What follows belongs to an exercise in optimizing a design on an open flow for small area, a short achievable clock period and few clock cycles; a production flow would make more cautious choices.
At most, simulation tests tie the RTL to the original design; equivalence was not proved.
No activity file was given, so power comes from the tool's default toggle rates.

## matmul
module matmul
#(
    parameter DIM_BITS = 16,
    parameter MEM_AW = 16,
    parameter MEM_DW = 32,
    parameter PREC = 16)
(
    input [MEM_AW-1:0] aBASE,
    input [DIM_BITS-1:0] aCOLS,
    input [DIM_BITS-1:0] aROWS,
    input [DIM_BITS-1:0] aSTRIDE,
    input [MEM_AW-1:0] bBASE,
    input [DIM_BITS-1:0] bCOLS,
    input [DIM_BITS-1:0] bSTRIDE,
    input [MEM_AW-1:0] cBASE,
    input [DIM_BITS-1:0] cSTRIDE,
    input clk,
    input go,
    input [MEM_DW-1:0] mem_rdata,
    input rst_n,
    output reg [MEM_AW-1:0] mem_addr,
    output reg mem_req,
    output [MEM_DW-1:0] mem_wdata,
    output reg mem_write,
    output reg ret
);
Size: about 230 I/O pins.
==> flow/config.mk <==
export PLATFORM = sky130hd
export DESIGN_NAME = matmul
export DESIGN_NICKNAME = matmul
export VERILOG_FILES = /design/flow/design.v
export SDC_FILE = /design/flow/constraint.sdc
export NUM_CORES = 4
export LEC_CHECK = 0
export ABC_CLOCK_PERIOD_IN_PS = 4000
export CAP_MARGIN = 20
export CORE_MARGIN = 2
export CORE_UTILIZATION = 40
export CTS_CLUSTER_DIAMETER = 60
export CTS_CLUSTER_SIZE = 25
export PLACE_DENSITY = 0.6
export SLEW_MARGIN = 20
==> flow/constraint.sdc <==
create_clock -name core_clock -period 10.0 [get_ports {clk}]
set_input_delay 2.0000 -clock core_clock [delete_from_list [all_inputs] [get_ports {clk}]]
set_output_delay 2.0000 -clock core_clock [all_outputs]
set_load 0.01 [all_outputs]
standard.sh (not shown) runs the stock make flow with config.mk's settings and CLKGATE_MAP_FILE= SYNTH_SCRIPT=/design/flow/synth_recipe.tcl, a recipe that flattens the netlist after the stock synthesis.
==> flow/flow/run.sh <==
#!/bin/bash
# The standard layout, with two changes to how it is made (the SDC and its
# 10 ns clock are unchanged): port buffers use the small buf_1 cell instead of
# the default delay buffer, and repair_timing aims for a larger setup margin.
set -euo pipefail
bash standard.sh 'BUFFER_PORTS_ARGS=-buffer_cell sky130_fd_sc_hd__buf_1' SETUP_SLACK_MARGIN=6.8 finish > standard_make.log 2>&1
Testbench counts at the start, summed over its fixed seeds: cycles 52,372.
Change:
--- a/flow/config.mk
+++ b/flow/config.mk
@@ -7,3 +7,3 @@
 export LEC_CHECK = 0
-export ABC_CLOCK_PERIOD_IN_PS = 4000
+export ABC_CLOCK_PERIOD_IN_PS = 3000
 export CAP_MARGIN = 20
@@ -11,4 +11,4 @@
 export CORE_UTILIZATION = 40
-export CTS_CLUSTER_DIAMETER = 60
-export CTS_CLUSTER_SIZE = 25
+export CTS_CLUSTER_DIAMETER = 70
+export CTS_CLUSTER_SIZE = 35
 export PLACE_DENSITY = 0.6
After rerunning:
- The new run finished with timing, DRC and antenna clean
- clock skew hardly moves
- global-route usage is about the same
- core utilization drops by 0.11 points
- via count goes down by about 0.4%
- die area stays the same


Another version of the RTL of matmul (not shown whole).
Size in the first run: ~3100 cells after synthesis, ~31000 um^2 of cells after synthesis.
export LEC_CHECK = 0
export ABC_CLOCK_PERIOD_IN_PS = 3000
export CAP_MARGIN = 20
export CORE_MARGIN = 2
export CORE_UTILIZATION = 40
export PLACE_DENSITY = 0.6
export SETUP_SLACK_MARGIN = 5
export SLEW_MARGIN = 20
create_clock -name core_clock -period 10.0 [get_ports {clk}]
run.sh (not shown) runs the stock make flow with config.mk's settings and CLKGATE_MAP_FILE= SYNTH_SCRIPT=/design/flow/synth_recipe.tcl, a recipe that flattens the netlist after the stock synthesis.
Stock flow here: none of the scripts above is used.
Rerun with:
==> flow/flow/run.sh (new file) <==
#!/bin/bash
# The standard layout, with two changes to how it is made (the SDC and its
# 10 ns clock are unchanged): port buffers use the small buf_1 cell instead of
# the default delay buffer, and repair_timing aims for a larger setup margin.
set -euo pipefail
bash standard.sh 'BUFFER_PORTS_ARGS=-buffer_cell sky130_fd_sc_hd__buf_1' SETUP_SLACK_MARGIN=6 finish > standard_make.log 2>&1
==> flow/standard.sh (new file) <==
#!/bin/bash
# synth_recipe.tcl (not shown) runs the flow's synth.tcl, then flattens the netlist and writes it again
# the make line also repeats each setting of config.mk as NAME=value (left out here)
make -C /OpenROAD-flow-scripts/flow DESIGN_CONFIG=/design/flow/config.mk WORK_HOME=/design/flow/orfs CLKGATE_MAP_FILE= SYNTH_SCRIPT=/design/flow/synth_recipe.tcl "${@:-finish}"
SETUP_SLACK_MARGIN = not set   (was 5)
removed: flow/run.sh
Clock-buffer cell count drops by 21.
Design area drops by a few percent.
Worst setup slack is better by 0.58 ns.
Utilization goes down by 1.6 points.
Routed wire length came out lower slightly.
Via count fell slightly.
Power barely changes.
Die area does not change.
Clock power rises by a few percent.
Sequential share of layout area went up by 1.3 points.
Critical path depth goes down by 4.
Rerun with:
--- a/flow/flow/run.sh
+++ b/flow/flow/run.sh
@@ -5,2 +5,2 @@
 set -euo pipefail
-bash standard.sh 'BUFFER_PORTS_ARGS=-buffer_cell sky130_fd_sc_hd__buf_1' SETUP_SLACK_MARGIN=6 finish > standard_make.log 2>&1
+bash standard.sh 'BUFFER_PORTS_ARGS=-buffer_cell sky130_fd_sc_hd__buf_1' SETUP_SLACK_MARGIN=5 finish > standard_make.log 2>&1
Outcome: The new run passed the timing, design-rule and antenna checks. Sequential power is about the same. Total power fell slightly. Global-route usage is unchanged. Register-to-register slack degrades by 0.50 ns. First-iteration DRC count rose by a few percent.
Function was not checked in any run of this note: the RTL went through the layout flow alone.


job 6492:
RTL: one of the versions met above, not the one the previous note started from.
Size in the first run: about 2700 cells after synthesis, about 510 flip-flops, roughly 230 I/O pins, ~0.029 mm2 of cells after synthesis.
Settings: LEC_CHECK=0, ABC_CLOCK_PERIOD_IN_PS=3000, CAP_MARGIN=20, CORE_MARGIN=2, CORE_UTILIZATION=40, CTS_CLUSTER_DIAMETER=60, CTS_CLUSTER_SIZE=25, PLACE_DENSITY=0.6, SLEW_MARGIN=20; clock period 10.0 ns.
standard.sh (not shown) runs the stock make flow with config.mk's settings and CLKGATE_MAP_FILE= SYNTH_SCRIPT=/design/flow/synth_recipe.tcl, a recipe that flattens the netlist after the stock synthesis.
==> flow/flow/run.sh <==
#!/bin/bash
# The standard layout, with two changes to how it is made (the SDC and its
# 10 ns clock are unchanged): port buffers use the small buf_1 cell instead of
# the default delay buffer, and repair_timing aims for a larger setup margin.
set -euo pipefail
bash standard.sh 'BUFFER_PORTS_ARGS=-buffer_cell sky130_fd_sc_hd__buf_1' SETUP_SLACK_MARGIN=6.8 finish > standard_make.log 2>&1
Testbench counts of job 6492, summed over its fixed seeds: cycles 52,372.
Relative to job 6492, the following input files were edited for job 2993:
- ABC_CLOCK_PERIOD_IN_PS: 3000 -> unset
- ABC_AREA: unset -> 1
- Job 2993 completed; timing, DRC and antenna clean
- Density: job 2993 denser than job 6492
- Top routing layer in use = met4: job 2993; top routing layer in use = met5: job 6492
- Count of non-filler cells in the finished layout: job 2993 vs job 6492 up about 22%
- Cmp job 6492 and job 2993 / non-clock buffer count / lower: job 6492
- Re global-route usage over all layers: job 6492 and job 2993 aren't equal, and the lower value belongs to job 6492.
- In the tables for job 6492 and job 2993, headroom to the max-slew limit reads lower with job 6492.
- Compared with job 6492, job 2993 shows power lower by 0.34%.
- Between job 2993 and job 6492, it is job 2993 whose global-route met2 utilization is higher, by 2.4 points.
- Any difference in source-to-sink clock delay at the later pin of the worst-skew pair between job 2993 and job 6492 is small enough to ignore.
Changes in job 5814 relative to job 2993:
- ABC_AREA removed (was 1)
- ABC_CLOCK_PERIOD_IN_PS newly set to 3000
-- flow/flow/run.sh --
<<< job 2993, line 5
set -euo pipefail
bash standard.sh 'BUFFER_PORTS_ARGS=-buffer_cell sky130_fd_sc_hd__buf_1' SETUP_SLACK_MARGIN=6.8 finish > standard_make.log 2>&1
>>> job 5814, line 5
set -euo pipefail
bash standard.sh 'BUFFER_PORTS_ARGS=-buffer_cell sky130_fd_sc_hd__buf_1' SETUP_SLACK_MARGIN=6.7 finish > standard_make.log 2>&1
--- outcome ---
Higher cell count among job 2993 and job 5814: job 2993
Job 2993 consumes more power than job 5814.
Looking only at global-route usage, and setting everything else aside, the lower value of job 2993 and job 5814 goes to job 5814.
Modified inputs, job 8648 compared to job 5814
- an added CTS_BUF_LIST of sky130_fd_sc_hd__clkbuf_8
-- flow/flow/run.sh --
<<< job 5814, line 5
set -euo pipefail
bash standard.sh 'BUFFER_PORTS_ARGS=-buffer_cell sky130_fd_sc_hd__buf_1' SETUP_SLACK_MARGIN=6.7 finish > standard_make.log 2>&1
>>> job 8648, line 5
set -euo pipefail
bash standard.sh 'BUFFER_PORTS_ARGS=-buffer_cell sky130_fd_sc_hd__buf_1' SETUP_SLACK_MARGIN=6.8 finish > standard_make.log 2>&1
Notes after the runs:
Job 8648 completed every stage of the flow, and the final layout passed the timing, design-rule and antenna checks.
Job 5814 ran to completion and came out clean on the timing, design-rule and antenna checks.
Route | job 8648 vs job 5814 | wire longer in job 8648
On period utilization, the lower figure sits with job 5814, not job 8648.
Going from job 5814 to job 8648, number of detailed-routing iterations run before antenna repair grows by 1.
Input changes introduced in job 8152 (baseline for comparison: job 8648):
- clearing CTS_BUF_LIST, which used to be sky130_fd_sc_hd__clkbuf_8
- swapping 0.6 for 0.7 in PLACE_DENSITY
Findings:
Final non-filler cell total | job 8152 below job 8648
Power consumed by sequential cells of job 8152 is on par with job 8648.
Measured against each other, job 8648 and job 8152 differ in summed area of non-filler cells in the final layout, the lower figure coming from job 8152.
Changes observed in job 8152 relative to job 8648: clock-buffer cell count decreased 2, buffer count excluding the clock tree in the final layout decreased 18, overall power essentially unchanged.
Setup WNS job 8648 -> job 8152: better
Cell count of the worst reg-to-reg path (job 8152 over job 8648): decrease, 1
When job 8152 is set beside job 8648, its detailed-route vias per instance turns out to be about 1% smaller.
Between job 8648 and job 8152, the largest voltage drop on the vdd net is lower for job 8152.
When job 8152 is set beside job 8648, its global-route usage turns out to be 1.3 points smaller.
Job 8152 ran to completion and came out clean on the timing, design-rule and antenna checks.
Input-level comparison between job 5828 and job 8152:
- PLACE_DENSITY: 0.7 -> 0.6
-- flow/flow/run.sh --
<<< job 8152, line 5
set -euo pipefail
bash standard.sh 'BUFFER_PORTS_ARGS=-buffer_cell sky130_fd_sc_hd__buf_1' SETUP_SLACK_MARGIN=6.8 finish > standard_make.log 2>&1
>>> job 5828, line 5
set -euo pipefail
bash standard.sh 'BUFFER_PORTS_ARGS=-buffer_cell sky130_fd_sc_hd__buf_1' SETUP_SLACK_MARGIN=6.6 finish > standard_make.log 2>&1
==> results.txt <==
Job 5828 went all the way through the flow, and no timing, DRC or antenna check failed. STATUS final worst clock skew: job 5828 loses against job 8152. | total detailed-routing wirelength | job 5828 vs job 8152 | worse |. The share of post-route cells with drive strength above 1 number comes out higher for job 8152 vs job 5828.

==> port drivers added, routing unchanged <==
No port has a modelled driver above. Below, the same layouts with a new extraction and two added sets of constraints.
Step 1 sets driving cells, clkbuf_16 on the clock port and buf_2 on the other inputs (assumed; they add their load-dependent delay and slew).
Step 2 moves the port delays by t, midway between the first and last clock arrival at a register: inputs arrive t later, outputs are due t later. That takes back most of the time a late clock gives input paths.
Three values: no drivers, after step 1, after step 2; two values: the first two.
| run | t, ns | setup slack, ns | hold WS [ns] | worst register clock-pin slew, ns | pins driven straight from the clock port |
|---|---|---|---|---|---|
| the first run of note 1 | 0.676 | 6.735 / 6.676 / 6.492 | 0.325 / 0.325 / 0.325 | 0.08 / 0.08 | 1 |
| the second run of note 1 | 0.653 | 6.711 / 6.704 / 6.466 | 0.321 / 0.321 / 0.321 | 0.11 / 0.11 | 1 |
| the first run of note 2 | 0.689 | 5.643 / 5.643 / 5.419 | 0.315 / 0.315 / 0.315 | 0.07 / 0.07 | 1 |
| the second run of note 2 | 0.675 | 6.224 / 6.224 / 5.886 | 0.320 / 0.320 / 0.320 | 0.07 / 0.07 | 1 |
| the third run of note 2 | 0.673 | 5.723 / 5.723 / 5.723 | 0.319 / 0.319 / 0.319 | 0.07 / 0.07 | 1 |
| job 6492 | 0.676 | 6.735 / 6.676 / 6.492 | 0.325 / 0.325 / 0.325 | 0.08 / 0.08 | 1 |
| job 2993 | 0.673 | 6.606 / 6.606 / 6.606 | 0.322 / 0.322 / 0.322 | 0.09 / 0.09 | 1 |
| job 5814 | 0.677 | 6.771 / 6.752 / 6.446 | 0.325 / 0.325 / 0.325 | 0.08 / 0.08 | 1 |
| job 8648 | 0.752 | 6.640 / 6.587 / 6.480 | 0.330 / 0.330 / 0.330 | 0.12 / 0.12 | 1 |
| job 8152 | 0.645 | 6.767 / 6.767 / 6.480 | 0.323 / 0.323 / 0.323 | 0.09 / 0.09 | 1 |
| job 5828 | 0.666 | 6.729 / 6.729 / 6.458 | 0.321 / 0.321 / 0.321 | 0.09 / 0.09 | 1 |
After both steps setup and hold are still met in every run listed. The setup slack of the second run of note 2, which loses most, moves by 0.000 ns with the drivers and by -0.338 ns with both steps.
